Background: an optimization exercise with open tools, aiming at small area. Do not read the settings as production practice.
Where RTL was checked, it was by simulation tests only, not by an equivalence proof against the original.
Function not checked in runs 1 to 3 and 6: the RTL went through the layout flow alone.
Power figures rest on the tool's default switching activity, not on a simulated workload.

[flow/run.sh]
#!/bin/bash
# synth_recipe.tcl (not shown) runs the flow's synth.tcl, then flattens the netlist and writes it again
# the make line also repeats each setting of config.mk as NAME=value (left out here)
make -C /OpenROAD-flow-scripts/flow DESIGN_CONFIG=/design/flow/config.mk WORK_HOME=/design/flow/orfs CLKGATE_MAP_FILE= SYNTH_SCRIPT=/design/flow/synth_recipe.tcl finish
[flow/constraint.sdc]
create_clock -name core_clock -period 4.0 [get_ports {aclk}]
set_input_delay 0.8000 -clock core_clock [delete_from_list [all_inputs] [get_ports {aclk}]]
set_output_delay 0.8000 -clock core_clock [all_outputs]
set_load 0.01 [all_outputs]
[flow/config.mk]
export PLATFORM = sky130hd
export DESIGN_NAME = sentinel_core
export DESIGN_NICKNAME = sentinel_core
export VERILOG_FILES = /design/flow/design.v
export SDC_FILE = /design/flow/constraint.sdc
export NUM_CORES = 4
export LEC_CHECK = 0
export CAP_MARGIN = 20
export CORE_MARGIN = 2
export CORE_UTILIZATION = 40
export SLEW_MARGIN = 20
[flow/design.v]
`timescale 1ns/1ps
module sentinel_core (
    input  logic        aclk,
    input  logic        aresetn,
    input  logic [63:0] s_axis_tdata,
    input  logic        s_axis_tvalid,
    input  logic        s_axis_tlast,
    output logic        s_axis_tready,
    output logic [63:0] m_axis_tdata,
    output logic        m_axis_tvalid,
    output logic        m_axis_tlast,
    input  logic        m_axis_tready,
    input  logic [31:0] s_axil_awaddr,
    input  logic        s_axil_awvalid,
    output logic        s_axil_awready,
    input  logic [31:0] s_axil_wdata,
    input  logic        s_axil_wvalid,
    output logic        s_axil_wready,
    output logic [1:0]  s_axil_bresp,
    output logic        s_axil_bvalid,
    input  logic        s_axil_bready,
    input  logic [31:0] s_axil_araddr,
    input  logic        s_axil_arvalid,
    output logic        s_axil_arready,
    output logic [31:0] s_axil_rdata,
    output logic [1:0]  s_axil_rresp,
    output logic        s_axil_rvalid,
    input  logic        s_axil_rready
);
    localparam logic [31:0] LIMIT_RST = 32'd1000;
    logic [31:0] ctrl_q;       
    logic        ctrl_f;
    logic [31:0] shadow_q;     
    logic        shadow_f;
    logic [31:0] alim_q;       
    logic        alim_f;
    logic [31:0] vcount;
    logic [63:0] snap_q;       
    logic        snap_f;
    logic        awr;          
    logic        bvalid;
    logic        arr;
    logic        rvalid;
    logic [31:0] rdata;
    logic        valid_reg;
    logic        last_reg;
    logic [63:0] data_reg;
    wire wr      = awr & s_axil_awvalid & s_axil_wvalid;
    wire wr_ctrl = wr & (s_axil_awaddr[4:0] == 5'h00);
    wire wr_lim  = wr & (s_axil_awaddr[4:0] == 5'h04);
    always_ff @(posedge aclk or negedge aresetn) begin
        if (!aresetn) begin
            awr      <= 1'b0;
            bvalid   <= 1'b0;
            ctrl_f   <= 1'b0;
            shadow_f <= 1'b0;
        end else begin
            awr    <= ~awr & s_axil_awvalid & s_axil_wvalid;
            bvalid <= wr | (bvalid & ~s_axil_bready);
            if (wr_ctrl) ctrl_f   <= 1'b1;
            if (wr_lim)  shadow_f <= 1'b1;
        end
    end
    always_ff @(posedge aclk) begin
        if (wr_ctrl) ctrl_q   <= s_axil_wdata;
        if (wr_lim)  shadow_q <= s_axil_wdata;
    end
    wire enable = ~ctrl_f | ctrl_q[0];
    wire [4:0] ra = s_axil_araddr[4:0];
    wire ld_r  = ~rvalid;
    wire sel_c = ld_r & (ra == 5'h00);
    wire sel_l = ld_r & (ra == 5'h04);
    wire sel_v = ld_r & (ra == 5'h08);
    wire sel_s = ld_r & snap_f & (ra == 5'h0C);
    wire sel_h = ld_r & snap_f & (ra == 5'h10);
    wire [31:0] ctrl_e   = ctrl_f   ? ctrl_q   : 32'd1;
    wire [31:0] shadow_e = shadow_f ? shadow_q : LIMIT_RST;
    wire [31:0] rnext = ({32{rvalid}} & rdata)
                      | ({32{sel_c}} & ctrl_e)
                      | ({32{sel_l}} & shadow_e)
                      | ({32{sel_v}} & vcount)
                      | ({32{sel_s}} & snap_q[31:0])
                      | ({32{sel_h}} & snap_q[63:32]);
    always_ff @(posedge aclk or negedge aresetn) begin
        if (!aresetn) begin
            arr    <= 1'b0;
            rvalid <= 1'b0;
        end else begin
            arr    <= ~arr & s_axil_arvalid;
            rvalid <= (arr & s_axil_arvalid & ~rvalid) | (rvalid & ~s_axil_rready);
        end
    end
    always_ff @(posedge aclk) rdata <= rnext;
    wire upd = (s_axis_tlast & s_axis_tvalid & m_axis_tready) | ~s_axis_tvalid | ~enable;
    always_ff @(posedge aclk or negedge aresetn) begin
        if (!aresetn) alim_f <= 1'b0;
        else if (upd) alim_f <= shadow_f;
    end
    always_ff @(posedge aclk) begin
        if (upd) alim_q <= shadow_q;
    end
    wire [39:0] amount = s_axis_tdata[39:0];
    wire hi_nz   = |amount[39:32];
    wire gt_q    = hi_nz | (amount[31:0] > alim_q);
    wire gt_rst  = hi_nz | (amount[31:0] > LIMIT_RST);
    wire viol    = enable & (alim_f ? gt_q : gt_rst);
    wire ld      = m_axis_tready | ~valid_reg;
    wire snap_we = ld & s_axis_tvalid & viol;
    always_ff @(posedge aclk or negedge aresetn) begin
        if (!aresetn) begin
            valid_reg <= 1'b0;
            vcount    <= 32'd0;
            snap_f    <= 1'b0;
        end else begin
            if (ld) valid_reg <= s_axis_tvalid & ~viol;
            vcount <= vcount + {31'd0, snap_we};
            if (snap_we) snap_f <= 1'b1;
        end
    end
    always_ff @(posedge aclk) begin
        if (ld) begin
            data_reg <= s_axis_tdata;
            last_reg <= s_axis_tlast;
        end
        if (snap_we) snap_q <= s_axis_tdata;
    end
    assign s_axis_tready  = m_axis_tready;
    assign m_axis_tvalid  = valid_reg;
    assign m_axis_tdata   = data_reg;
    assign m_axis_tlast   = last_reg;
    assign s_axil_awready = awr;
    assign s_axil_wready  = awr;
    assign s_axil_bvalid  = bvalid;
    assign s_axil_bresp   = 2'b00;
    assign s_axil_arready = arr;
    assign s_axil_rvalid  = rvalid;
    assign s_axil_rdata   = rdata;
    assign s_axil_rresp   = 2'b00;
endmodule
==> reports/metrics.csv, run 1 <==
metric;value;unit
Die W;171;um
Yosys cell types;50;
hold buffers post-CTS;0;
Worst EP required;4.38;ns
minimum clock period;3.77;ns
Min-Delay Path Class;in2async;
Routed WL;28500;um
commonest non-fill, non-tap cell in the layout;edfxtp_1;
Die Area;29200;um^2
Worst-Skew Late Latency;0.50;ns
Avg WL per Cell;20.4;um
synthesized flop and latch total;298;
fmax;0.266;GHz
CP arrival;4.14;ns
PD cells;461;nW/um^2
Setup crit end kind;flip-flop;
final setup margin;0.234;ns
Yosys warning total;1;
Vias/cell;5.13;
Num CTS Buffers;34;
DRT iter0 DRCs;534;
Total Nets Final;1199;
Total GRT Usage;19.8;%
Chip Height;171;um
layout cells sized above 1;14.8;%
std cell rows;61;
largest net degree at the start of global routing;67;
H-tree levels;2;
total gr overflow;0;
Max Cap Viol;0;
fin crit share;94.1;%
critical path, cell by cell;clkdlybuf4s50_1 > ha_1 > nand4_1 > a2111oi_2 > o31a_1 > a311oi_2 > buf_4 > nor2_4 > ha_4 > nand3_1 > nor2_2 > nand4_1 > nor2_1 > nand4_1 > xnor2_1;
vias;7170;
CTS Buffer Depth;3;
synth top area cells;edfxtp_1 61%, dfrtp_1 9.2%, dfxtp_1 5.8%, ha_1 3.8%, a222oi_1 3.5%;
CTS tree;done;
area post-placement;14300;um^2
post-route ant nets;0;
commonest non-fill, non-tap cells in the layout;225 x edfxtp_1, 218 x clkdlybuf4s50_1, 67 x buf_4;
Slew Limit Fails;0;
GPL Wtd Cong;0.794;
I/O Pins;278;
area leader, netlist;edfxtp_1;
netlist area before placement;11100;um^2
WS Path Type;in2reg;
Worst slew margin;34.0;%
RSZ-0062 raised after global routing;no;
slowest cell on the critical path;clkdlybuf4s50_1;
most frequent CP cell;nand4_1;
vias in the first global route;7422;
core footprint;27600;um^2
Peak VDD IR;368;uV
Hold WS;0.294;ns
DPL Wire Length;19100;um
Final Cell Area;15400;um^2
root buffer cell;clkbuf_16;
r2r setup slk;0.67;ns
port bufs;219;
final hold vios;0;
initial core utilization;40.4;%
syn_area_per_cell;15.9;um^2
Leakage Power;5.91;nW
clk slew on worst S/H paths;0.06;ns
first-pass GRT wire length;42800;um
CTS sink count;298;
total power;7.09;mW
crit-path max FO;4;
Synth async-reset ratio;13.8;%
CP max stage delay;0.46;ns
setup TNS;0;ns
Yosys top cell area share;60.7;%
First-pass DRT Iterations;8;
# setup viols final;0;
initial antenna violation count;0;
Top FF cell, synth;edfxtp_1;
Clock Skew;0.0217;ns
crit path launch type;primary input;
Area growth syn-to-layout;38.2;%
outcome;finished clean;
Post-synth EDFFs;225;
DRC;0;
dpl ws;-0.308;ns
Gate Count Post-Synth;698;
Worst Max-Slew Pin Slew;0.990;ns
n_diodes;0;
Seq/Total Area, Yosys;75.7;%
## cell families (layout without fill, tap and decap cells)
| kind of cell | count (synthesis) | after routing | synth area share [%] |
|---|---|---|---|
| AND/OR/NAND/NOR | 172 | 172 | 7.99 |
| multiplexers | 2 | 2 | 0.191 |
| buffers and inverters | 64 | 383 | 2.63 |
| flip-flops | 298 | 298 | 75.7 |
| AO/OA/AOI/OAI | 97 | 97 | 7.30 |
| other | 1 | 4 | 0.0337 |
| XOR/XNOR | 30 | 30 | 2.36 |
| adder cells (fa/ha/maj) | 34 | 34 | 3.82 |
## through the flow
stage | utilization [%] | cells
finish | 55.8 | 1398
global route | 55.8 | 1398
CTS | 55.7 | 1397
detailed placement | 51.8 | 1336
global placement | 51.8 | 1336
floorplan | - | 701
## repair_timing
| action | in CTS | in global routing |
|---|---|---|
| endpoints found under the hold margin | 0 | 0 |
| setup endpoints to repair | 0 | 4 |
| resized for setup | 0 | 2 |
| buffers inserted | 0 | 1 |
## final timing paths
check                                 start  depth (start not counted)    endpoint
min in group core_clock          ctrl_q[11]                          2   rdata[11]
min reg2reg                      ctrl_q[11]                          2   rdata[11]
max reg2reg                      alim_q[27]                         15  vcount[19]
max                        s_axis_tdata[27]                         15  vcount[19]
min                                 aresetn                          1      rvalid
max in group asynchronous           aresetn                          1  vcount[12]
## critical path, delay by kind of cell
kind | cells | cell delay, ns
buffers and inverters | 2 | 0.62
and+or+nand+nor | 7 | 1.37
xor gates and xnor gates | 1 | 0.14
adders and majority gates | 2 | 0.51
AOI/OAI and AO/OA | 3 | 0.68
## synthesized netlist by cell type (2+ instances only)
| cell type | count |
|---|---|
| edfxtp_1 | 225 |
| nand2_1 | 52 |
| nand3_1 | 43 |
| dfrtp_1 | 41 |
| a222oi_1 | 39 |
| inv_1 | 37 |
| ha_1 | 34 |
| dfxtp_1 | 32 |
| a22oi_1 | 25 |
| xnor2_1 | 19 |
| nand4_1 | 17 |
| nor2_1 | 15 |
| a21oi_1 | 11 |
| clkbuf_1 | 11 |
| xor2_1 | 11 |
| nor4_1 | 9 |
| buf_4 | 8 |
| nand2b_1 | 8 |
| buf_2 | 6 |
| and3_1 | 5 |
| a21o_1 | 4 |
| nor4_2 | 4 |
| and4_1 | 3 |
| nor2b_1 | 3 |
| o21ai_0 | 3 |
| or2_2 | 3 |
| a2111oi_0 | 2 |
| and2_1 | 2 |
| buf_6 | 2 |
| nor3_1 | 2 |
| o31a_1 | 2 |
| or3_1 | 2 |
## area by class of cell
type	count	area (um^2)
fill	2229	12200
clock buffer	45	996
timing repair buffer	285	2690
sequential	298	8420
clock inverter	16	87.6
multi-input combinational	339	2580
inverter	37	139
tap	378	473
## layer usage
metal | track usage, % | routed length [um] | up-vias
li1 | - | - | 3337
met1 | 24.8 | 11500 | 3527
met2 | 33.8 | 14100 | 262
met3 | 5.20 | 2260 | 44
met4 | 6.01 | 599 | 0
met5 | 0 | 0 | -
## report_power, final
group	internal (mW)	total [mW]	switching, mW
combinational	0.305	0.553	0.248
clock	1.76	2.96	1.20
sequential	3.48	3.58	0.0973
total	5.54	7.09	1.55
==> inputs of run 2 (changes only) <==
==> flow/flow/run.sh (new file) <==
#!/bin/bash
# Standard ORFS layout, with the port buffers made of the smallest buffer cell.
set -euo pipefail
export BUFFER_PORTS_ARGS="-buffer_cell sky130_fd_sc_hd__buf_1"
bash standard.sh finish > make_finish.log 2>&1
==> flow/standard.sh (new file) <==
#!/bin/bash
# synth_recipe.tcl (not shown) runs the flow's synth.tcl, then flattens the netlist and writes it again
# the make line also repeats each setting of config.mk as NAME=value (left out here)
make -C /OpenROAD-flow-scripts/flow DESIGN_CONFIG=/design/flow/config.mk WORK_HOME=/design/flow/orfs CLKGATE_MAP_FILE= SYNTH_SCRIPT=/design/flow/synth_recipe.tcl "${@:-finish}"
removed: flow/run.sh
==> run 2 against run 1 <==
Maximum frequency grew 10%. Largest cell class unchanged. Worst hold slack gained 0.073 ns. Largest power group unchanged. Highest routed layer unchanged. Sequential power about the same. Flip-flop and latch count is the same. Combinational power down about 30%.
==> reports/metrics.csv, run 2 <==
metric;value;unit;change
outcome;finished clean;;
Avg WL per Cell;20.0;um;-1.7%
Worst slew margin;33.3;%;-0.68 points
final hold vios;0;;unchanged
CTS Buffer Depth;3;;unchanged
Leakage Power;5.16;nW;-13%
Yosys top cell area share;60.7;%;unchanged
mux cell area share after synthesis;0.191;%;unchanged
Post-Synth Adder-Cell Area;3.82;%;unchanged
fin crit share;85.4;%;-8.7 points
Slew Limit Fails;0;;unchanged
Worst R2R Path Depth;15;;unchanged
Vias/cell;5.14;;+0.26%
Gate Count Post-Synth;698;;unchanged
critical path, cell by cell;buf_1 > ha_1 > nand4_1 > nor4_2 > a21boi_0 > o31a_1 > a311oi_2 > nor2_4 > ha_4 > ha_4 > nand2_4 > nor2_4 > and4_4 > nor2b_4 > xor2_1;;
initial core utilization;40.4;%;unchanged
I/O Pins;278;;unchanged
commonest non-fill, non-tap cells in the layout;225 x edfxtp_1, 218 x buf_1, 51 x nand2_1;;
Total Nets Final;1164;;-2.9%
DRC;0;;unchanged
most common cell in the netlist;edfxtp_1;;
clk slew on worst S/H paths;0.06;ns;about the same
minimum clock period;3.42;ns;-0.349 ns
placed insts;1301;;-2.6%
total gr overflow;0;;unchanged
GRT Max-Usage Layer;met2;;
PD cells;510;nW/um^2;+11%
total power;7.04;mW;-0.68%
CP arrival;3.79;ns;-0.35 ns
CTS tree;done;;
WS Path Type;in2reg;;
Worst Max-Slew Pin Slew;1.00;ns;+0.0102 ns
DPL Wire Length;18200;um;-4.7%
final setup margin;0.583;ns;+0.349 ns
Layout Utilization;50.1;%;-5.7 points
Num CTS Buffers;34;;unchanged
Synth async-reset ratio;13.8;%;unchanged
First-pass DRT Iterations;6;;-2
Routed WL;27300;um;-4.2%
worst reg2reg path endpoint;vcount[14];;
post-synthesis simple-gate area fraction;7.99;%;unchanged
synth top area cells;edfxtp_1 61%, dfrtp_1 9.2%, dfxtp_1 5.8%, ha_1 3.8%, a222oi_1 3.5%;;
post-cts resize count;0;;unchanged
CP max stage delay;0.46;ns;about the same
GR Layer Usage met3;3.84;%;-1.4 points
grt met1 use;24.5;%;-0.32 points
Clock Skew;0.0137;ns;-0.00792 ns
slowest cell on the critical path;nor4_2;;
crit path launch type;primary input;;
first-pass GRT wire length;41400;um;-3.2%
Compound-Gate Fraction of Synth Area;7.30;%;unchanged
Yosys cell types;50;;unchanged
crit-path max FO;5;;+1
Worst EP required;4.37;ns;about the same
area leader, netlist;edfxtp_1;;
Min-Delay Path Class;in2async;;
Die W;171;um;unchanged
root buffer cell;clkbuf_16;;
final cell count without fillers;1363;;-2.5%
post-route ant nets;0;;unchanged
# setup viols final;0;;unchanged
initial antenna violation count;0;;unchanged
port bufs;219;;unchanged
Die Area;29200;um^2;unchanged
synthesized flop and latch total;298;;unchanged
RSZ-0062 raised after global routing;no;;
Post-synth top cells;225 x edfxtp_1, 52 x nand2_1, 43 x nand3_1;;
postcts setup bufs;0;;unchanged
Setup crit end kind;flip-flop;;
CTS sink count;298;;unchanged
vias;7009;;-2.2%
r2r setup slk;0.62;ns;-0.05 ns
largest net degree at the start of global routing;67;;unchanged
syn_area_per_cell;15.9;um^2;unchanged
Area growth syn-to-layout;24.0;%;
Seq/Total Area, Yosys;75.7;%;unchanged
GPL Wtd Cong;0.822;;+3.6%
crit path launch;s_axis_tdata[30];;
dpl ws;0.0308;ns;+0.339 ns
vias in the first global route;7263;;-2.1%
Peak VDD IR;356;uV;-3.2%
layout cells sized above 1;11.5;%;-3.3 points
origin of the critical flop-to-flop path;alim_q[31];;
std cell rows;61;;unchanged
Chip Height;171;um;unchanged
DRT iter0 DRCs;576;;+7.9%
netlist area before placement;11100;um^2;unchanged
Yosys warning total;1;;unchanged
Max Cap Viol;0;;unchanged
commonest non-fill, non-tap cell in the layout;edfxtp_1;;
Synth Area in XOR/XNOR;2.36;%;unchanged
GRT met2 Usage;33.0;%;-0.83 points
fmax;0.293;GHz;+10%
Top FF cell, synth;edfxtp_1;;
hold buffers post-CTS;0;;unchanged
H-tree levels;2;;unchanged
Post-synth EDFFs;225;;unchanged
Worst-Skew Late Latency;0.50;ns;about the same
Total GRT Usage;19.0;%;-0.82 points
n_diodes;0;;unchanged
main combinational cell family by area after synthesis;simple AND/OR/NAND/NOR gates;;
core footprint;27600;um^2;unchanged
-- run 2: metrics by stage --
| step | hold WS, ns | area, um^2 | setup TNS [ns] |
|---|---|---|---|
| 6_report | 0.367 | 13800 | 0 |
| 3_3_place_gp | 0.425 | 12700 | 0 |
| 5_1_grt | 0.407 | 13800 | 0 |
| 2_1_floorplan | 0.417 | 11300 | -2.38 |
| 4_1_cts | 0.387 | 13800 | 0 |
| 3_5_place_dp | 0.427 | 12700 | 0 |
-- run 2: power breakdown --
group / internal, mW / total (mW) / switching (mW)
Combinational: 0.147 / 0.385 / 0.238
Clock: 1.85 / 3.07 / 1.22
Sequential: 3.48 / 3.58 / 0.0996
-- run 2: worst max path at each step --
stage / end / slack, ns / cells past startpoint
detailed placement: vcount[14] / 0.03 / 15
global route: vcount[19] / 0.31 / 15
CTS: vcount[18] / 0.54 / 16
finish: vcount[14] / 0.58 / 15
global placement: vcount[14] / 0.10 / 15
floorplan: vcount[16] / -0.26 / 15
-- run 2: logic make-up (layout without fill, tap and decap cells) --
| kind of cell | Yosys count | count (layout) |
|---|---|---|
| mux | 2 | 2 |
| fa+ha+maj | 34 | 34 |
| xor+xnor | 30 | 30 |
| buf+inv | 64 | 348 |
| flops | 298 | 298 |
| compound gates | 97 | 97 |
| simple gates | 172 | 172 |
| other cells | 1 | 4 |
-- run 2: critical path: cells and delay by family --
kind	cells	cell delay, ns
simple gates	7	1.28
compound gates	3	0.77
fa+ha+maj	3	0.66
xor+xnor	1	0.14
buf+inv	1	0.11
-- run 2: layout make-up --
class	count	area (um^2)
Fill cell	2380	13700
Inverter	37	139
Sequential cell	298	8420
Clock inverter	12	141
Timing Repair Buffer	250	1090
Multi-Input combinational cell	339	2560
Clock buffer	49	978
Tap cell	378	473
-- run 2: per-layer routing --
layer	vias to the layer above	wire, um
li1	3251	-
met1	3474	11400
met2	247	13500
met3	37	1850
met4	0	466
met5	-	0
==> inputs of run 3 (changes only) <==
==> flow/flow/run.sh (replaced) <==
#!/bin/bash
# Standard ORFS layout, with the port buffers made of the smallest buffer cell
# and a clock tree of small clock buffers without dummy loads.
set -euo pipefail
export BUFFER_PORTS_ARGS="-buffer_cell sky130_fd_sc_hd__buf_1"
export CTS_ARGS="-sink_clustering_enable -repair_clock_nets -dont_use_dummy_load -buf_list sky130_fd_sc_hd__clkbuf_4"
bash standard.sh finish > make_finish.log 2>&1
==> run 3 against run 2 <==
Clock power is 38% lower. Worst hold slack worse by 0.13 ns. Still clean. Count of clock-buffer cells in the layout up 28. Register-to-register slack about the same. Maximum frequency increased by 0.96%. Synthesized cell count is the same. Sequential power about the same. Critical endpoint unchanged.
==> reports/metrics.csv, run 3 <==
metric;value;unit;change
outcome;finished clean;;
final hold vios;0;;unchanged
std cell rows;61;;unchanged
WS Path Type;reg2reg;;
Clock Power Share;32.5;%;-11 points
internal power;4.50;mW;-18%
Yosys cell types;50;;unchanged
GPL Wtd Cong;0.822;;unchanged
dpl ws;0.0308;ns;unchanged
PD cells;443;nW/um^2;-13%
final setup margin;0.615;ns;+0.0324 ns
Top FF cell, synth;edfxtp_1;;
First-pass DRT Iterations;6;;unchanged
Chip Height;171;um;unchanged
# setup viols final;0;;unchanged
post-cts resize count;0;;unchanged
Num CTS Buffers;77;;+130%
Compound-Gate Fraction of Synth Area;7.30;%;unchanged
H-tree levels;3;;+1
synthesized flop and latch total;298;;unchanged
Comb power frac;6.5;%;+1.0 points
netlist area before placement;11100;um^2;unchanged
CTS Buffer Depth;3;;unchanged
postcts setup bufs;0;;unchanged
setup TNS;0;ns;unchanged
filler instances;2474;;+3.9%
DPL Wire Length;18200;um;unchanged
root buffer cell;clkbuf_4;;
Die Area;29200;um^2;unchanged
Total GRT Usage;19.3;%;+0.29 points
Worst-Skew Late Latency;0.65;ns;+0.15 ns
Area growth syn-to-layout;19.2;%;
hold buffers post-CTS;0;;unchanged
worst reg2reg path endpoint;vcount[14];;
DRC;0;;unchanged
Synth async-reset ratio;13.8;%;unchanged
Post-synth top cells;225 x edfxtp_1, 52 x nand2_1, 43 x nand3_1;;
Yosys top cell area share;60.7;%;unchanged
Clock Skew;0.0588;ns;+0.0451 ns
Setup crit end kind;flip-flop;;
sequential cell fraction of total power;61.0;%;+10 points
crit path launch;alim_q[30];;
Seq/Total Area, Yosys;75.7;%;unchanged
Critical Path End;vcount[14];;
Worst R2R Path Depth;15;;unchanged
r2r setup slk;0.62;ns;about the same
mux cell area share after synthesis;0.191;%;unchanged
post-synthesis simple-gate area fraction;7.99;%;unchanged
switching share of power;23.3;%;+1.2 points
CP arrival;3.87;ns;+0.08 ns
Worst slew margin;32.9;%;-0.46 points
Worst EP required;4.48;ns;+0.11 ns
Synth Area in XOR/XNOR;2.36;%;unchanged
Slew Limit Fails;0;;unchanged
crit path launch type;flip-flop;;
minimum clock period;3.38;ns;-0.0324 ns
initial antenna violation count;1;;+1
Min-Delay Path Class;in2async;;
initial core utilization;40.4;%;unchanged
crit-path max FO;5;;unchanged
Routed WL;27400;um;+0.43%
commonest non-fill, non-tap cell in the layout;edfxtp_1;;
vias;7177;;+2.4%
Peak VDD IR;237;uV;-33%
layout cells sized above 1;13.8;%;+2.3 points
Leakage Power;4.97;nW;-3.6%
port bufs;219;;unchanged
total gr overflow;0;;unchanged
core footprint;27600;um^2;unchanged
total power;5.87;mW;-17%
area leader, netlist;edfxtp_1;;
Total Nets Final;1207;;+3.7%
fin crit share;84.6;%;-0.81 points
DRT iter0 DRCs;622;;+8.0%
synth top area cells;edfxtp_1 61%, dfrtp_1 9.2%, dfxtp_1 5.8%, ha_1 3.8%, a222oi_1 3.5%;;
clk slew on worst S/H paths;0.06;ns;about the same
first-pass GRT wire length;41800;um;+0.98%
Worst Max-Slew Pin Slew;1.01;ns;+0.00692 ns
CTS sink count;298;;unchanged
I/O Pins;278;;unchanged
Max Cap Viol;0;;unchanged
origin of the critical flop-to-flop path;alim_q[30];;
syn_area_per_cell;15.9;um^2;unchanged
net switching power;1.37;mW;-12%
Gate Count Post-Synth;698;;unchanged
Die W;171;um;unchanged
largest net degree at the start of global routing;67;;unchanged
commonest non-fill, non-tap cells in the layout;225 x edfxtp_1, 218 x buf_1, 77 x clkbuf_4;;
RSZ-0062 raised after global routing;no;;
Avg WL per Cell;19.8;um;-0.88%
fmax;0.295;GHz;+0.96%
vias in the first global route;7587;;+4.5%
Yosys warning total;1;;unchanged
main combinational cell family by area after synthesis;simple AND/OR/NAND/NOR gates;;
Vias/cell;5.20;;+1.1%
post-route ant nets;0;;unchanged
Post-synth EDFFs;225;;unchanged
most common cell in the netlist;edfxtp_1;;
CTS tree;done;;
Post-Synth Adder-Cell Area;3.82;%;unchanged
-- run 3: metal layers --
layer	routed length, um	track usage (%)	up-vias	share of wire [%]
li1	-	-	3334	-
met1	11300	24.2	3501	41
met3	2020	4.65	51	7.4
met2	13500	32.7	291	49
met4	550	6.78	0	2.0
met5	0	0	-	0
-- run 3: worst min path at each step --
stage / to / cells after the start / slack [ns]
after global placement: rdata[13] / 2 / 0.43
after global routing: vcount[5] / 2 / 0.23
final: vcount[5] / 2 / 0.24
after detailed placement: alim_q[3] / 0 / 0.43
after CTS: vcount[5] / 2 / 0.18
after floorplan: alim_q[3] / 0 / 0.42
-- run 3: cell families (layout without fill, tap and decap cells) --
logic type,count (synthesis),after routing
other,1,6
xor gates and xnor gates,30,30
and+or+nand+nor,172,172
adders and majority gates,34,34
DFF,298,298
AOI/OAI and AO/OA,97,97
muxes,2,2
buffers and inverters,64,364
-- run 3: power groups by stage --
stage / logic, mW / registers (mW) / clock network (mW)
CTS: 0.391 / 3.58 / 1.99
floorplan: 0.169 / 3.64 / 0
finish: 0.384 / 3.58 / 1.91
global placement: 0.377 / 3.64 / 0
detailed placement: 0.390 / 3.64 / 0
global route: 0.435 / 3.60 / 2.14
-- run 3: metrics by stage --
step	utilization (%)	instance area, um^2	hold WS [ns]	instances
2_1_floorplan	-	11300	0.417	701
4_1_cts	48.0	13200	0.178	1378
3_3_place_gp	45.9	12700	0.425	1301
5_1_grt	48.2	13300	0.232	1381
6_report	48.2	13300	0.240	1381
3_5_place_dp	45.9	12700	0.427	1301
-- run 3: critical path: stages, from the launching register on --
cell and delay, ns:
edfxtp_1 0.32, inv_1 0.05, ha_1 0.28, nand4_1 0.28
nor4_2 0.47, a21boi_0 0.23, o31a_1 0.16, a311oi_2 0.40
nor2_4 0.09, ha_4 0.18, ha_4 0.17, nand2_4 0.08
nor2_4 0.06, and4_4 0.16, nor2b_4 0.14, xor2_1 0.14
-- run 3: area by class of cell --
type | instances | area, um^2 | area share (%)
inverters | 37 | 139 | 1.05
well taps | 378 | 473 | 3.56
flip-flops and latches | 298 | 8420 | 63.5
repair buffers | 250 | 1090 | 8.20
multi-input cells | 339 | 2560 | 19.3
diodes | 2 | 5.00 | 0.0377
clock buffers | 77 | 578 | 4.36
==> inputs of run 4 (changes only) <==
--- a/flow/design.v
+++ b/flow/design.v
@@ -73,14 +73,16 @@
     wire sel_v = ld_r & (ra == 5'h08);
     wire sel_s = ld_r & snap_f & (ra == 5'h0C);
     wire sel_h = ld_r & snap_f & (ra == 5'h10);
-    wire [31:0] ctrl_e   = ctrl_f   ? ctrl_q   : 32'd1;
-    wire [31:0] shadow_e = shadow_f ? shadow_q : LIMIT_RST;
+    wire sel_cq = sel_c & ctrl_f;
+    wire sel_lq = sel_l & shadow_f;
+    wire [31:0] rst_val = ({32{sel_c & ~ctrl_f}} & 32'd1) | ({32{sel_l & ~shadow_f}} & LIMIT_RST);
     wire [31:0] rnext = ({32{rvalid}} & rdata)
-                      | ({32{sel_c}} & ctrl_e)
-                      | ({32{sel_l}} & shadow_e)
+                      | ({32{sel_cq}} & ctrl_q)
+                      | ({32{sel_lq}} & shadow_q)
                       | ({32{sel_v}} & vcount)
                       | ({32{sel_s}} & snap_q[31:0])
-                      | ({32{sel_h}} & snap_q[63:32]);
+                      | ({32{sel_h}} & snap_q[63:32])
+                      | rst_val;
     always_ff @(posedge aclk or negedge aresetn) begin
         if (!aresetn) begin
             arr    <= 1'b0;
@@ -101,7 +103,32 @@
     end
     wire [39:0] amount = s_axis_tdata[39:0];
     wire hi_nz   = |amount[39:32];
-    wire gt_q    = hi_nz | (amount[31:0] > alim_q);
+    logic [31:0] g0, l0;
+    logic [15:0] g1, l1;
+    logic [7:0]  g2, l2;
+    logic [3:0]  g3, l3;
+    logic [1:0]  g4, l4;
+    always_comb begin
+        g0 = amount[31:0] & ~alim_q;
+        l0 = ~amount[31:0] & alim_q;
+        for (int i = 0; i < 16; i++) begin
+            g1[i] = g0[2*i+1] | (~l0[2*i+1] & g0[2*i]);
+            l1[i] = l0[2*i+1] | (~g0[2*i+1] & l0[2*i]);
+        end
+        for (int i = 0; i < 8; i++) begin
+            g2[i] = g1[2*i+1] | (~l1[2*i+1] & g1[2*i]);
+            l2[i] = l1[2*i+1] | (~g1[2*i+1] & l1[2*i]);
+        end
+        for (int i = 0; i < 4; i++) begin
+            g3[i] = g2[2*i+1] | (~l2[2*i+1] & g2[2*i]);
+            l3[i] = l2[2*i+1] | (~g2[2*i+1] & l2[2*i]);
+        end
+        for (int i = 0; i < 2; i++) begin
+            g4[i] = g3[2*i+1] | (~l3[2*i+1] & g3[2*i]);
+            l4[i] = l3[2*i+1] | (~g3[2*i+1] & l3[2*i]);
+        end
+    end
+    wire gt_q    = hi_nz | g4[1] | (~l4[1] & g4[0]);
     wire gt_rst  = hi_nz | (amount[31:0] > LIMIT_RST);
     wire viol    = enable & (alim_f ? gt_q : gt_rst);
     wire ld      = m_axis_tready | ~valid_reg;
==> flow/flow/run.sh (replaced) <==
#!/bin/bash
# Standard ORFS layout, with the port buffers made of the smallest buffer cell
# and a clock tree of small clock buffers without dummy loads.
set -euo pipefail
export BUFFER_PORTS_ARGS="-buffer_cell sky130_fd_sc_hd__buf_1"
export CTS_ARGS="-sink_clustering_enable -repair_clock_nets -dont_use_dummy_load -buf_list sky130_fd_sc_hd__clkbuf_4 -sink_clustering_size 10 -sink_clustering_max_diameter 50"
bash standard.sh finish > make_finish.log 2>&1
==> run 4 against run 3 <==
Clock skew decreased by 0.015 ns. Worst hold slack improved by 0.00096 ns. Final area shrank 0.74%. Sequential power about the same. Via count up 0.78%. Worst setup slack got worse by 0.22 ns. Area after synthesis shrank 0.55%. Sequential share of layout area increased by 0.47 points. Power shrank 8.6%. Global-route usage up 0.40 points. Highest routed layer unchanged.
==> reports/metrics.csv, run 4 <==
metric;value;unit;change
area leader, netlist;edfxtp_1;;
Synth async-reset ratio;13.8;%;unchanged
Peak VDD IR;220;uV;-7.2%
Routed WL;28600;um;+4.5%
netlist area before placement;11100;um^2;-0.55%
core footprint;27000;um^2;-1.9%
Worst EP required;4.57;ns;+0.09 ns
Max Cap Viol;0;;unchanged
CTS Buffer Depth;3;;unchanged
CP arrival;4.18;ns;+0.31 ns
outcome;finished clean;;
std cell rows;60;;-1.6%
dpl ws;-0.468;ns;-0.499 ns
initial core utilization;41.0;%;+0.56 points
final cell count without fillers;1369;;-0.87%
vias;7233;;+0.78%
total gr overflow;0;;unchanged
Area growth syn-to-layout;19.0;%;
Die W;170;um;-0.27%
Seq/Total Area, Yosys;76.1;%;+0.42 points
hold buffers post-CTS;0;;unchanged
post-route ant nets;0;;unchanged
I/O Pins;278;;unchanged
Top FF cell, synth;edfxtp_1;;
fmax;0.277;GHz;-6.2%
setup TNS;0;ns;unchanged
root buffer cell;clkbuf_4;;
final setup margin;0.391;ns;-0.224 ns
commonest non-fill, non-tap cell in the layout;edfxtp_1;;
Yosys top cell area share;61.0;%;+0.34 points
RSZ-0062 raised after global routing;no;;
commonest non-fill, non-tap cells in the layout;225 x edfxtp_1, 218 x buf_1, 83 x buf_4;;
vias in the first global route;7211;;-5.0%
Slew Limit Fails;0;;unchanged
total power;5.37;mW;-8.6%
Chip Height;170;um;-0.27%
DRC;0;;unchanged
placed insts;1326;;+1.9%
first-pass GRT wire length;42200;um;+0.92%
Worst Max-Slew Pin Slew;0.976;ns;-0.0314 ns
Layout Utilization;48.7;%;+0.58 points
clk slew on worst S/H paths;0.11;ns;+0.05 ns
Min-Delay Path Class;in2async;;
GPL Wtd Cong;0.795;;-3.3%
Total GRT Usage;19.7;%;+0.40 points
Worst-Skew Late Latency;0.64;ns;about the same
Clock Skew;0.0443;ns;-0.0145 ns
Num CTS Buffers;39;;-49%
CTS tree;done;;
Avg WL per Cell;20.9;um;+5.4%
most common cell in the netlist;edfxtp_1;;
PD cells;407;nW/um^2;-8.0%
final hold vios;0;;unchanged
minimum clock period;3.61;ns;+0.224 ns
crit path launch;alim_q[29];;
WS Path Type;reg2reg;;
synthesized flop and latch total;298;;unchanged
H-tree levels;2;;-1
largest net degree at the start of global routing;68;;+1.5%
initial antenna violation count;3;;+2
origin of the critical flop-to-flop path;alim_q[29];;
Post-synth top cells;225 x edfxtp_1, 48 x nand2_1, 41 x dfrtp_1, 41 x nand3_1, 38 x a222oi_1;;
Gate Count Post-Synth;709;;+1.6%
DRT iter0 DRCs;681;;+9.5%
Setup crit end kind;flip-flop;;
Leakage Power;4.84;nW;-2.8%
layout cells sized above 1;14.8;%;+1.0 points
Yosys cell types;62;;+24%
crit-path max FO;4;;-1
port bufs;219;;unchanged
# setup viols final;0;;unchanged
synth top area cells;edfxtp_1 61%, dfrtp_1 9.3%, dfxtp_1 5.8%, a222oi_1 3.4%, nand3_1 1.9%;;
Total Nets Final;1199;;-0.66%
Vias/cell;5.28;;+1.7%
fin crit share;90.2;%;+5.6 points
First-pass DRT Iterations;6;;unchanged
DPL Wire Length;19300;um;+5.9%
Worst slew margin;35.0;%;+2.1 points
Yosys warning total;1;;unchanged
crit path launch type;flip-flop;;
Die Area;29000;um^2;-0.54%
Post-synth EDFFs;225;;unchanged
CTS sink count;298;;unchanged
syn_area_per_cell;15.6;um^2;-2.1%
[run 4: changes by cell type in the layout (fill, tap and decap cells not counted), sizes merged, moves of 6 or more]
cell	change
clkbuf	-38
nand2b	+18
nor2b	+13
inv	-8
maj3	+8
nor3	+7
buf	+52
o21ai	+6
ha	-32
nand4	-10
[run 4: logic make-up (layout without fill, tap and decap cells)]
group | Yosys count | count (layout) | synth area share, %
compound gates | 115 | 115 | 8.48
xor+xnor | 30 | 30 | 2.37
fa+ha+maj | 10 | 10 | 0.949
buf+inv | 57 | 370 | 2.16
flops | 298 | 298 | 76.1
mux | 2 | 2 | 0.192
other cells | 1 | 7 | 0.0339
simple gates | 196 | 196 | 9.72
[run 4: area by class of cell]
cell class	count	area, um^2
timing repair buffer	302	1450
fill	2391	13900
multi-input combinational	357	2470
clock buffer	39	293
inverter	29	109
sequential	298	8420
tap	341	427
antenna	3	7.51
[run 4: per-stage QoR]
stage	instance area [um^2]	hold WS, ns
4_1_cts	13200	0.227
2_1_floorplan	11100	0.417
6_report	13200	0.241
3_5_place_dp	12900	0.433
3_3_place_gp	12900	0.421
5_1_grt	13200	0.235
[run 4: what timing repair did]
item	4_1_cts	5_1_grt
endpoints found under the setup margin	0	4
setup buffers	0	1
gates resized for setup	0	1
[run 4: path summary, 6_finish.rpt]
check | endpoint | slack (ns) | depth (start not counted)
setup / recovery | vcount[28] | 0.39 | 18
hold reg to reg | alim_q[7] | 0.44 | 0
hold / removal | vcount[31] | 0.24 | 2
setup reg to reg | vcount[28] | 0.39 | 18
min in group core_clock | data_reg[54] | 0.35 | 1
max in group asynchronous | vcount[14] | 3.31 | 2
[run 4: critical path, stage by stage (launching register included)]
cell and delay, ns:
edfxtp_1 0.40, nor2b_1 0.17, o21ai_0 0.11, a21oi_1 0.22
o311ai_0 0.17, a31oi_1 0.29, o211ai_1 0.15, a21oi_2 0.14
and3_4 0.22, ha_4 0.14, ha_1 0.16, nand4_1 0.13
nor2_2 0.23, nand4_1 0.21, nor2_2 0.17, nand4_1 0.11
buf_4 0.18, nor4_2 0.16, xor2_1 0.17
[run 4: report_power, final]
part	leakage (nW)	total (mW)	internal (mW)	switching, mW
clock network	0.179	1.39	0.452	0.941
logic	1.65	0.412	0.165	0.247
registers	3.00	3.56	3.48	0.0866
total	4.84	5.37	4.09	1.27
[run 4: metal layers]
| layer | global-route usage [%] | wire (um) |
|---|---|---|
| met1 | 26.7 | 12400 |
| met2 | 32.3 | 13800 |
| met3 | 4.37 | 1890 |
| met4 | 4.98 | 484 |
| met5 | 0 | 0 |
==> inputs of run 5 (changes only) <==
--- a/flow/config.mk
+++ b/flow/config.mk
@@ -8,4 +8,5 @@
 export CAP_MARGIN = 20
 export CORE_MARGIN = 2
 export CORE_UTILIZATION = 40
+export GPL_TIMING_DRIVEN = 0
 export SLEW_MARGIN = 20
==> run 5 against run 4 <==
Still clean on timing, DRC and antenna. Clock skew is 0.020 ns higher. Register-to-register slack worse by 0.15 ns. Via count is 1.3% lower. Non-clock buffer count is 39 lower. Worst hold slack worse by 0.11 ns. Final area is 2.3% lower. Sequential share of layout area is 1.5 points higher. Worst setup slack worse by 0.15 ns. Critical path type unchanged. Largest cell class unchanged.
==> reports/metrics.csv, run 5 <==
metric;value;unit;change
WP buf/inv;0;;-1
port bufs;219;;unchanged
Worst R2R Path Depth;17;;-1
critical path, cell by cell;nor2b_1 > o31ai_1 > o211ai_1 > or3b_4 > a221oi_1 > a22o_1 > a21oi_2 > and3_4 > ha_4 > and3_4 > nand3_4 > nor2_4 > and4_4 > and3_4 > nand4_4 > nor3_2 > xor2_1;;
outcome;finished clean;;
synthesized flop and latch total;298;;unchanged
CP max stage delay;0.37;ns;-0.03 ns
net switching power;1.29;mW;+0.97%
sequential cell fraction of total power;66.7;%;+0.3 points
netlist area before placement;11100;um^2;unchanged
total gr overflow;0;;unchanged
final cell count without fillers;1331;;-2.8%
most frequent CP cell;and3_4;;
dpl ws;-1.86;ns;-1.39 ns
synth top area cells;edfxtp_1 61%, dfrtp_1 9.3%, dfxtp_1 5.8%, a222oi_1 3.4%, nand3_1 1.9%;;
worst reg2reg path endpoint;vcount[31];;
CTS sink count;298;;unchanged
initial core utilization;41.0;%;unchanged
Worst EP required;4.56;ns;about the same
clk slew on worst S/H paths;0.11;ns;about the same
Gate Count Post-Synth;709;;unchanged
First-pass DRT Iterations;6;;unchanged
Final Cell Area;12900;um^2;-2.3%
crit-path max FO;5;;+1
CTS tree;done;;
Synth async-reset ratio;13.8;%;unchanged
r2r setup slk;0.24;ns;-0.15 ns
WS Path Type;reg2reg;;
vias;7137;;-1.3%
Setup crit end kind;flip-flop;;
largest net degree at the start of global routing;71;;+4.4%
Worst-Skew Late Latency;0.66;ns;+0.02 ns
commonest non-fill, non-tap cells in the layout;225 x edfxtp_1, 216 x buf_1, 48 x nand2_1;;
vias in the first global route;7206;;-0.069%
Total GRT Usage;20.2;%;+0.56 points
Yosys cell types;62;;unchanged
GR Layer Usage met3;4.84;%;+0.47 points
GRT Max-Usage Layer;met2;;
area leader, netlist;edfxtp_1;;
commonest non-fill, non-tap cell in the layout;edfxtp_1;;
core footprint;27000;um^2;unchanged
final hold vios;0;;unchanged
RSZ-0062 raised after global routing;no;;
hold buffers post-CTS;0;;unchanged
origin of the critical flop-to-flop path;alim_q[9];;
Worst Max-Slew Pin Slew;1.03;ns;+0.0580 ns
minimum clock period;3.76;ns;+0.149 ns
layout cells sized above 1;9.83;%;-5.0 points
Yosys warning total;1;;unchanged
total power;5.34;mW;-0.49%
DRT iter0 DRCs;686;;+0.73%
DPL Wire Length;20100;um;+4.1%
grt met1 use;26.5;%;-0.22 points
final setup margin;0.242;ns;-0.149 ns
Post-synth EDFFs;225;;unchanged
Chip Height;170;um;unchanged
switching share of power;24.1;%;+0.35 points
fmax;0.266;GHz;-4.0%
fin crit share;93.9;%;+3.7 points
post-route ant nets;0;;unchanged
most common cell in the netlist;edfxtp_1;;
Die Area;29000;um^2;unchanged
area post-placement;12500;um^2;-2.9%
H-tree levels;2;;unchanged
placed insts;1282;;-3.3%
initial antenna violation count;4;;+1
first-pass GRT wire length;43400;um;+2.8%
CP arrival;4.31;ns;+0.13 ns
setup TNS;0;ns;unchanged
Slew Limit Fails;0;;unchanged
Die W;170;um;unchanged
Max Cap Viol;0;;unchanged
CTS Buffer Depth;3;;unchanged
Clock Skew;0.0643;ns;+0.0200 ns
Avg WL per Cell;21.9;um;+4.8%
# setup viols final;0;;unchanged
slowest cell on the critical path;edfxtp_1;;
Routed WL;29200;um;+1.9%
Post-synth top cells;225 x edfxtp_1, 48 x nand2_1, 41 x dfrtp_1, 41 x nand3_1, 38 x a222oi_1;;
syn_area_per_cell;15.6;um^2;unchanged
internal power;4.05;mW;-0.95%
GPL Wtd Cong;0.799;;+0.48%
Layout Utilization;47.6;%;-1.1 points
Seq/Total Area, Yosys;76.1;%;unchanged
std cell rows;60;;unchanged
crit path launch type;flip-flop;;
Area growth syn-to-layout;16.2;%;
Min-Delay Path Class;in2async;;
Leakage Power;4.59;nW;-5.0%
Comb power frac;7.2;%;-0.5 points
PD cells;415;nW/um^2;+1.9%
root buffer cell;clkbuf_4;;
Vias/cell;5.36;;+1.5%
GRT met2 Usage;33.6;%;+1.3 points
DRC;0;;unchanged
I/O Pins;278;;unchanged
Yosys top cell area share;61.0;%;unchanged
Hold WS;0.130;ns;-0.110 ns
Num CTS Buffers;38;;-2.6%
Clock Power Share;26.1;%;+0.2 points
Worst slew margin;31.1;%;-3.9 points
cell family with most CP delay;simple AND/OR/NAND/NOR gates;;
Peak VDD IR;239;uV;+8.6%
Top FF cell, synth;edfxtp_1;;
Total Nets Final;1161;;-3.2%
[run 5: timing repair]
action | CTS | global route
endpoints found under the hold margin | 0 | 0
endpoints found under the setup margin | 19 | 5
gates resized for setup | 1 | 7
cloned | 2 | 0
setup buffers | 5 | 1
pin swaps | 1 | 2
[run 5: power groups by stage]
stage | registers, mW | logic (mW) | clock network (mW)
3_3_place_gp | 3.63 | 0.369 | 0
6_report | 3.56 | 0.387 | 1.39
3_5_place_dp | 3.63 | 0.385 | 0
2_1_floorplan | 3.64 | 0.162 | 0
4_1_cts | 3.56 | 0.392 | 1.46
5_1_grt | 3.58 | 0.430 | 1.56
[run 5: metal layers]
metal  part of all wire, %  vias to the layer above
met1                    41                     3462
met3                   8.4                       57
li1                      -                     3307
met5                 0.045                        -
met4                   2.4                        2
met2                    48                      309
[run 5: layout make-up]
cell class                      count  area [um^2]
Antenna cell                        3         7.51
Timing Repair Buffer              235          982
Tap cell                          341          427
Buffer                             28          130
Fill cell                        2441        14200
Sequential cell                   298         8420
Inverter                           29          109
Clock buffer                       38          285
Multi-Input combinational cell    359         2500
[run 5: cell families after synthesis]
| kind of cell | after synthesis | share of synthesized area, % |
|---|---|---|
| mux | 2 | 0.192 |
| flops | 298 | 76.1 |
| xor+xnor | 30 | 2.37 |
| buf+inv | 57 | 2.16 |
| simple gates | 196 | 9.72 |
| fa+ha+maj | 10 | 0.949 |
| other cells | 1 | 0.0339 |
| compound gates | 115 | 8.48 |
[run 5: how the worst max path moves through the flow]
stage / start / cells past startpoint / end / slack (ns)
after floorplan: s_axil_awaddr[1] / 2 / ctrl_q[0] / -0.05
after global placement: s_axil_awaddr[1] / 4 / ctrl_f / -2.56
after detailed placement: s_axis_tdata[29] / 18 / vcount[28] / -1.86
after CTS: s_axis_tdata[29] / 20 / vcount[28] / 0.15
after global routing: alim_q[9] / 19 / vcount[28] / 0.008
final: alim_q[9] / 17 / vcount[31] / 0.24
==> inputs of run 6 (changes only) <==
--- a/flow/design.v
+++ b/flow/design.v
@@ -34,7 +34,17 @@
     logic        shadow_f;
     logic [31:0] alim_q;       
     logic        alim_f;
-    logic [31:0] vcount;
+    logic [31:0] vcount;       
+    logic        vpend;        
+    logic [31:0] vcount_now;
+    logic [32:0] vcarry;
+    always_comb begin
+        vcarry[0] = vpend;
+        for (int i = 0; i < 32; i++) begin
+            vcount_now[i] = vcount[i] ^ vcarry[i];
+            vcarry[i+1]   = vcount[i] & vcarry[i];
+        end
+    end
     logic [63:0] snap_q;       
     logic        snap_f;
     logic        awr;          
@@ -79,7 +89,7 @@
     wire [31:0] rnext = ({32{rvalid}} & rdata)
                       | ({32{sel_cq}} & ctrl_q)
                       | ({32{sel_lq}} & shadow_q)
-                      | ({32{sel_v}} & vcount)
+                      | ({32{sel_v}} & vcount_now)
                       | ({32{sel_s}} & snap_q[31:0])
                       | ({32{sel_h}} & snap_q[63:32])
                       | rst_val;
@@ -137,10 +147,12 @@
         if (!aresetn) begin
             valid_reg <= 1'b0;
             vcount    <= 32'd0;
+            vpend     <= 1'b0;
             snap_f    <= 1'b0;
         end else begin
             if (ld) valid_reg <= s_axis_tvalid & ~viol;
-            vcount <= vcount + {31'd0, snap_we};
+            vcount <= vcount_now;
+            vpend  <= snap_we;
             if (snap_we) snap_f <= 1'b1;
         end
     end
==> run 6 against run 5 <==
Final cell count decreased by 5.4%. Sequential power barely moved. Non-clock buffer count down 6. Now fails the layout checks on setup timing. Critical path depth is 17 higher. Largest power group unchanged. First-iteration DRC count grew 3.6%. Register-to-register slack got worse by 2.2 ns. Clock skew increased by 0.013 ns. Highest routed layer unchanged. Die area shrank 2.0%.
==> reports/metrics.csv, run 6 <==
metric;value;unit;change
Sequential Area;8450;um^2;+0.30%
initial core utilization;40.5;%;-0.48 points
crit path launch type;flip-flop;;
total gr overflow;0;;unchanged
Leakage Power;4.66;nW;+1.5%
Chip Height;169;um;-0.98%
initial antenna violation count;2;;-2
Total GRT Usage;18.6;%;-1.7 points
Vias/cell;5.34;;-0.34%
layout cells sized above 1;11.7;%;+1.8 points
DRT iter0 DRCs;711;;+3.6%
Slew Limit Fails;0;;unchanged
crit-path max FO;2;;-3
fin crit share;150;%;+56 points
CTS Buffer Depth;3;;unchanged
Synth async-reset ratio;14.0;%;+0.29 points
GPL Wtd Cong;0.798;;about the same
placed insts;1220;;-4.8%
synth top area cells;edfxtp_1 62%, dfrtp_1 9.7%, dfxtp_1 5.9%, a222oi_1 4.6%, ha_1 3.6%;;
outcome;complete, but fails checks;;
Post-synth EDFFs;225;;unchanged
port bufs;219;;unchanged
Yosys warning total;1;;unchanged
final hold vios;0;;unchanged
Layout Utilization;48.6;%;+1.0 points
H-tree levels;2;;unchanged
final setup margin;-1.99;ns;-2.23 ns
fmax;0.167;GHz;-37%
most frequent CP cell;ha_4;;
CTS tree;done;;
Seq/Total Area, Yosys;77.9;%;+1.8 points
vias;6728;;-5.7%
Worst slew margin;42.2;%;+11 points
Post-synth top cells;225 x edfxtp_1, 50 x a222oi_1, 42 x dfrtp_1;;
largest net degree at the start of global routing;50;;-30%
Gate Count Post-Synth;647;;-8.7%
Yosys cell types;52;;-16%
CTS sink count;299;;+0.34%
most common cell in the netlist;edfxtp_1;;
Multi-input gate area;2600;um^2;+3.7%
DRC;0;;unchanged
Setup crit end kind;flip-flop;;
WS Path Type;reg2reg;;
root buffer cell;clkbuf_4;;
syn_area_per_cell;16.8;um^2;+7.4%
core footprint;26800;um^2;-0.83%
Top FF cell, synth;edfxtp_1;;
Peak VDD IR;247;uV;+3.5%
Num CTS Buffers;37;;-2.6%
First-pass DRT Iterations;6;;unchanged
slowest cell on the critical path;dfrtp_1;;
synthesized flop and latch total;299;;+0.34%
post-route ant nets;0;;unchanged
hold buffers post-CTS;0;;unchanged
clk slew on worst S/H paths;0.11;ns;about the same
Min-Delay Path Class;in2async;;
first-pass GRT wire length;39200;um;-9.5%
I/O Pins;278;;unchanged
Die Area;28500;um^2;-2.0%
area leader, netlist;edfxtp_1;;
DPL Wire Length;19400;um;-3.2%
filler instances;2322;;-4.9%
CP arrival;6.47;ns;+2.16 ns
Max Cap Viol;0;;unchanged
Hold WS;0.117;ns;-0.0129 ns
std cell rows;60;;unchanged
netlist area before placement;10800;um^2;-2.0%
minimum clock period;5.99;ns;+2.23 ns
dpl ws;-1.94;ns;-0.0749 ns
Routed WL;26700;um;-8.6%
Worst EP required;4.48;ns;-0.08 ns
Total Nets Final;1120;;-3.5%
commonest non-fill, non-tap cell in the layout;edfxtp_1;;
RSZ-0062 raised after global routing;yes;;
Avg WL per Cell;21.2;um;-3.4%
vias in the first global route;6762;;-6.2%
Worst-Skew Late Latency;0.67;ns;about the same
Die W;169;um;-0.98%
final cell count without fillers;1259;;-5.4%
Clock Skew;0.0778;ns;+0.0135 ns
PD cells;408;nW/um^2;-1.6%
Area growth syn-to-layout;20.2;%;
reasons for failing layout checks;setup timing;;
Worst Max-Slew Pin Slew;0.859;ns;-0.175 ns
CP max stage delay;0.39;ns;+0.02 ns
# setup viols final;25;;+25
commonest non-fill, non-tap cells in the layout;225 x edfxtp_1, 218 x buf_1, 50 x a222oi_1;;
Yosys top cell area share;62.3;%;+1.2 points
-- run 6: cell types whose count changed after synthesis, moves of 11 or more --
| cell | previous run | this run |
|---|---|---|
| xnor2_1 | 18 | 0 |
| a222oi_1 | 38 | 50 |
| nand3_1 | 41 | 13 |
| ha_1 | 2 | 31 |
| xor2_1 | 12 | 1 |
-- run 6: path summary, 6_finish.rpt --
kind | from | endpoint | slack, ns | cells past startpoint
worst min-delay path | aresetn | vcount[6] | 0.12 | 1
max in group asynchronous | aresetn | valid_reg | 3.26 | 2
worst min register to register | shadow_q[17] | alim_q[17] | 0.41 | 0
worst max register to register | vpend | rdata[31] | -1.99 | 34
min in group core_clock | s_axil_bready | bvalid | 0.33 | 2
worst max-delay path | vpend | rdata[31] | -1.99 | 34
-- run 6: stage by stage --
stage	setup TNS [ns]	power [mW]	instance area, um^2
6_report	-23.82	5.32	13000
2_1_floorplan	-17.35	3.83	11300
5_1_grt	-26.90	5.55	13000
4_1_cts	-24.40	5.39	13000
3_3_place_gp	-73.19	4.02	12500
3_5_place_dp	-22.44	4.05	12700
-- run 6: cell families after synthesis --
group	share of synthesized area (%)
DFF	77.9
AOI/OAI and AO/OA	9.38
adders and majority gates	4.34
other	0.0346
buffers and inverters	2.13
muxes	0.196
xor gates and xnor gates	0.0808
and+or+nand+nor	5.96
-- run 6: power by group --
group | internal (mW) | leakage, nW | switching (mW)
clock network | 0.428 | 0.170 | 0.917
logic | 0.162 | 1.46 | 0.250
registers | 3.50 | 3.03 | 0.0665
-- run 6: metal layers --
metal  GRT usage (%)  vias to the layer above  wire [um]  part of all wire [%]
li1                -                     3101          -                     -
met1            24.6                     3306      11400                    43
met2            31.0                      272      12800                    48
met3            4.33                       47       1920                   7.2
met4            5.02                        2        556                   2.1
met5               0                        -         13                 0.049
-- run 6: timing repair --
| item | 4_1_cts | 5_1_grt |
|---|---|---|
| pin swaps | 7 | 5 |
| endpoints found under the setup margin | 25 | 26 |
| setup buffers | 1 | 0 |
| gates resized for setup | 1 | 0 |
-- run 6: final cells by class --
class	instances	area share, %
plain buffers	27	0.969
repair buffers	230	8.04
clock buffers	37	2.13
diodes	1	0.0192
flip-flops and latches	299	64.8
multi-input cells	296	19.9
well taps	341	3.27
inverters	28	0.825
-- run 6: critical path: cells and delay by family (launching register included) --
| family | cells | cell delay (ns) |
|---|---|---|
| adder cells (fa/ha/maj) | 31 | 4.87 |
| flip-flops | 1 | 0.39 |
| AND/OR/NAND/NOR | 1 | 0.08 |
| XOR/XNOR | 1 | 0.15 |
| AO/OA/AOI/OAI | 1 | 0.29 |
==> inputs of run 7 (changes only) <==
--- a/flow/design.v
+++ b/flow/design.v
@@ -34,19 +34,10 @@
     logic        shadow_f;
     logic [31:0] alim_q;       
     logic        alim_f;
-    logic [31:0] vcount;       
-    logic        vpend;        
-    logic [31:0] vcount_now;
-    logic [32:0] vcarry;
-    always_comb begin
-        vcarry[0] = vpend;
-        for (int i = 0; i < 32; i++) begin
-            vcount_now[i] = vcount[i] ^ vcarry[i];
-            vcarry[i+1]   = vcount[i] & vcarry[i];
-        end
-    end
     logic [63:0] snap_q;       
     logic        snap_f;
+    logic [31:0] vcount;
+    logic        vpend;
     logic        awr;          
     logic        bvalid;
     logic        arr;
@@ -55,6 +46,22 @@
     logic        valid_reg;
     logic        last_reg;
     logic [63:0] data_reg;
+    logic [31:0] vcount_now;
+    logic [3:0]  vbyte_ones;
+    logic [3:0]  vbyte_cin;
+    logic [8:0]  vcarry [4];
+    always_comb begin
+        for (int k = 0; k < 4; k++) vbyte_ones[k] = &vcount[8*k +: 8];
+        vbyte_cin[0] = vpend;
+        for (int k = 1; k < 4; k++) vbyte_cin[k] = vbyte_cin[k-1] & vbyte_ones[k-1];
+        for (int k = 0; k < 4; k++) begin
+            vcarry[k][0] = vbyte_cin[k];
+            for (int i = 0; i < 8; i++) begin
+                vcount_now[8*k+i] = vcount[8*k+i] ^ vcarry[k][i];
+                vcarry[k][i+1]    = vcount[8*k+i] & vcarry[k][i];
+            end
+        end
+    end
     wire wr      = awr & s_axil_awvalid & s_axil_wvalid;
     wire wr_ctrl = wr & (s_axil_awaddr[4:0] == 5'h00);
     wire wr_lim  = wr & (s_axil_awaddr[4:0] == 5'h04);
--- a/flow/config.mk
+++ b/flow/config.mk
@@ -9,4 +9,5 @@
 export CORE_MARGIN = 2
 export CORE_UTILIZATION = 40
 export GPL_TIMING_DRIVEN = 0
+export PLACE_DENSITY = 0.75
 export SLEW_MARGIN = 20
==> run 7 against run 6 <==
The run now finishes clean. Sequential share of layout area is 1.2 points higher. First-iteration DRC count down 9.8%. Register-to-register slack improved by 2.7 ns. Count of clock-buffer cells in the layout is the same. Combinational power is essentially flat. Maximum frequency increased by 82%. Worst setup slack improved by 2.7 ns. Synthesized cell count increased by 3.2%. Global-route usage increased by 0.72 points. Worst hold slack gained 0.023 ns. Highest routed layer is now met4.
==> reports/metrics.csv, run 7 <==
metric;value;unit;change
worst reg2reg path endpoint;snap_q[1];;
largest net degree at the start of global routing;68;;+36%
Area growth syn-to-layout;16.2;%;
sequential cell fraction of total power;66.8;%;-0.2 points
minimum clock period;3.30;ns;-2.69 ns
crit path launch type;flip-flop;;
CTS sink count;299;;unchanged
CTS tree;done;;
Setup crit end kind;flip-flop;;
std cell rows;60;;unchanged
Die Area;28900;um^2;+1.4%
switching share of power;23.6;%;+0.36 points
WS Path Type;reg2reg;;
RSZ-0062 raised after global routing;no;;
Clock Power Share;25.4;%;about the same
Routed WL;28100;um;+5.3%
total gr overflow;0;;unchanged
netlist area before placement;11000;um^2;+1.5%
area leader, netlist;edfxtp_1;;
First-pass DRT Iterations;6;;unchanged
CTS Buffer Depth;3;;unchanged
initial core utilization;40.8;%;+0.37 points
area post-placement;12500;um^2;-1.8%
H-tree levels;2;;unchanged
Yosys warning total;2;;+1
synth top area cells;edfxtp_1 61%, dfrtp_1 9.5%, dfxtp_1 5.8%, ha_1 3.2%, a222oi_1 2.5%;;
PD cells;416;nW/um^2;+1.8%
Worst EP required;4.33;ns;-0.15 ns
postcts setup bufs;0;;-1
outcome;finished clean;;
Yosys top cell area share;61.4;%;-0.91 points
final cell count without fillers;1287;;+2.2%
port bufs;219;;unchanged
Final Cell Area;12800;um^2;-1.8%
Hold WS;0.141;ns;+0.0235 ns
DRT iter0 DRCs;641;;-9.8%
initial antenna violation count;3;;+1
Post-synth EDFFs;225;;unchanged
Slew Limit Fails;0;;unchanged
Post-synth top cells;225 x edfxtp_1, 45 x nand2_1, 42 x dfrtp_1;;
crit-path max FO;67;;+65
Worst R2R Path Depth;10;;-71%
most common cell in the netlist;edfxtp_1;;
hold buffers post-CTS;0;;unchanged
Worst-Skew Late Latency;0.64;ns;-0.03 ns
Top FF cell, synth;edfxtp_1;;
Max Cap Viol;0;;unchanged
syn_area_per_cell;16.5;um^2;-1.7%
setup TNS;0;ns;+23.82 ns
commonest non-fill, non-tap cell in the layout;edfxtp_1;;
fin crit share;82.4;%;-67 points
Worst Max-Slew Pin Slew;1.00;ns;+0.145 ns
post-cts resize count;0;;-1
layout cells sized above 1;10.2;%;-1.5 points
Avg WL per Cell;21.8;um;+3.0%
Num CTS Buffers;37;;unchanged
GPL Wtd Cong;0.853;;+6.9%
DRC;0;;unchanged
Gate Count Post-Synth;668;;+3.2%
Total GRT Usage;19.3;%;+0.72 points
Vias/cell;5.41;;+1.3%
vias in the first global route;7157;;+5.8%
origin of the critical flop-to-flop path;valid_reg;;
Die W;170;um;+0.72%
Yosys cell types;64;;+23%
vias;6967;;+3.6%
Clock Skew;0.0445;ns;-0.0333 ns
synthesized flop and latch total;299;;unchanged
Chip Height;170;um;+0.72%
core footprint;27000;um^2;+0.56%
Synth async-reset ratio;14.0;%;unchanged
Seq/Total Area, Yosys;76.7;%;-1.1 points
fmax;0.303;GHz;+82%
Worst slew margin;33.0;%;-9.2 points
Leakage Power;4.79;nW;+2.8%
placed insts;1247;;+2.2%
net switching power;1.25;mW;+1.5%
DPL Wire Length;20200;um;+4.1%
internal power;4.07;mW;-0.51%
root buffer cell;clkbuf_4;;
Comb power frac;7.8;%;about the same
first-pass GRT wire length;41600;um;+6.1%
final setup margin;0.704;ns;+2.69 ns
dpl ws;0.176;ns;+2.11 ns
crit path launch;valid_reg;;
clk slew on worst S/H paths;0.10;ns;about the same
CP arrival;3.62;ns;-2.85 ns
# setup viols final;0;;-100%
final hold vios;0;;unchanged
Peak VDD IR;248;uV;+0.27%
r2r setup slk;0.70;ns;+2.69 ns
Min-Delay Path Class;in2async;;
commonest non-fill, non-tap cells in the layout;225 x edfxtp_1, 218 x buf_1, 45 x nand2_1;;
Layout Utilization;47.5;%;-1.2 points
total power;5.32;mW;about the same
post-route ant nets;0;;unchanged
I/O Pins;278;;unchanged
Total Nets Final;1143;;+2.1%
## run 7: changes by cell type in the layout (fill, tap and decap cells not counted), sizes merged, moves of 4 or more
cell / change
nand4: +4
a21oi: -14
clkbuf: -12
a22oi: +18
inv: -4
nand3: +20
a222oi: -23
maj3: +4
or4: +4
a31oi: -4
a221o: +4
nand2: +7
nor4: -4
buf: +16
## run 7: power by group through the flow
stage | sequential, mW | clock [mW] | combinational [mW]
global placement | 3.62 | 0 | 0.386
floorplan | 3.64 | 0 | 0.164
CTS | 3.55 | 1.40 | 0.415
global route | 3.57 | 1.50 | 0.455
detailed placement | 3.62 | 0 | 0.415
finish | 3.55 | 1.35 | 0.415
## run 7: worst max-delay path: stages, from the launching register on
cell and delay (ns):
dfrtp_1 0.44, nand2b_4 0.74, nand2_1 0.11, a41o_1 0.31, nor2_1 0.16, o2111ai_1 0.14, o21bai_1 0.26, o31ai_4 0.21
buf_8 0.23, buf_8 0.16, buf_8 0.16
## run 7: final cells by class
class                           count  area (um^2)
Fill cell                        2337        14200
Sequential cell                   299         8450
Multi-Input combinational cell    321         2360
Timing Repair Buffer              235         1030
Tap cell                          341          427
Clock buffer                       37          278
Buffer                             26          151
Inverter                           25         93.8
Antenna cell                        3         7.51
## run 7: how the worst max path moves through the flow
stage	end	slack [ns]
finish	snap_q[1]	0.70
global route	snap_q[2]	0.49
CTS	snap_q[1]	0.71
detailed placement	snap_q[1]	0.18
global placement	ctrl_f	-2.23
floorplan	ctrl_q[0]	-0.05
## run 7: layer usage
layer	routed length [um]	vias to the layer above	track usage, %
met5	0	-	0
met4	1050	0	8.62
met3	1970	70	3.81
met2	13300	319	31.5
met1	11700	3418	25.2
li1	-	3160	-
## run 7: cells by family after synthesis
| family | after synthesis | share of synthesized area (%) |
|---|---|---|
| adder cells (fa/ha/maj) | 40 | 4.35 |
| AO/OA/AOI/OAI | 111 | 8.45 |
| buffers and inverters | 51 | 2.23 |
| XOR/XNOR | 4 | 0.318 |
| other | 1 | 0.0341 |
| flip-flops | 299 | 76.7 |
| AND/OR/NAND/NOR | 160 | 7.68 |
| multiplexers | 2 | 0.193 |

[separate check: timing with driven ports]
The results above use ideal ports. As a check the final layouts listed here were re-extracted and re-timed, cells and wires unchanged.
Step 1 sets driving cells, clkbuf_16 on the clock port and buf_2 on the other inputs (assumed; they add their load-dependent delay and slew).
Step 2 adds t to the input delays and takes it off the output delays; t is the mean of the earliest and latest rising clock arrival at the registers after step 1. Input paths then give back, and output paths get back, about the clock's delay inside the block.
a / b / c = ideal ports / drivers / drivers and shift; a / b = the first two.
| run | shift t [ns] | setup slack, ns | worst setup path at the end |
|---|---|---|---|
| run 1 | 0.535 | 0.234 / 0.255 / -0.280 | input to register |
| run 2 | 0.542 | 0.583 / 0.608 / 0.066 | input to register |
| run 3 | 0.667 | 0.615 / 0.615 / 0.028 | input to register |
| run 4 | 0.661 | 0.391 / 0.391 / -0.205 | input to register |
| run 5 | 0.673 | 0.242 / 0.242 / -0.421 | input to register |
| run 6 | 0.663 | -1.990 / -1.990 / -1.990 | register to register |
| run 7 | 0.657 | 0.704 / 0.704 / 0.164 | input to register |
Met with ideal ports but missed after step 2: setup timing in run 1, run 4 and run 5. The setup slack of run 5, which loses most, moves by 0.000 ns with the drivers and by -0.663 ns with both steps.
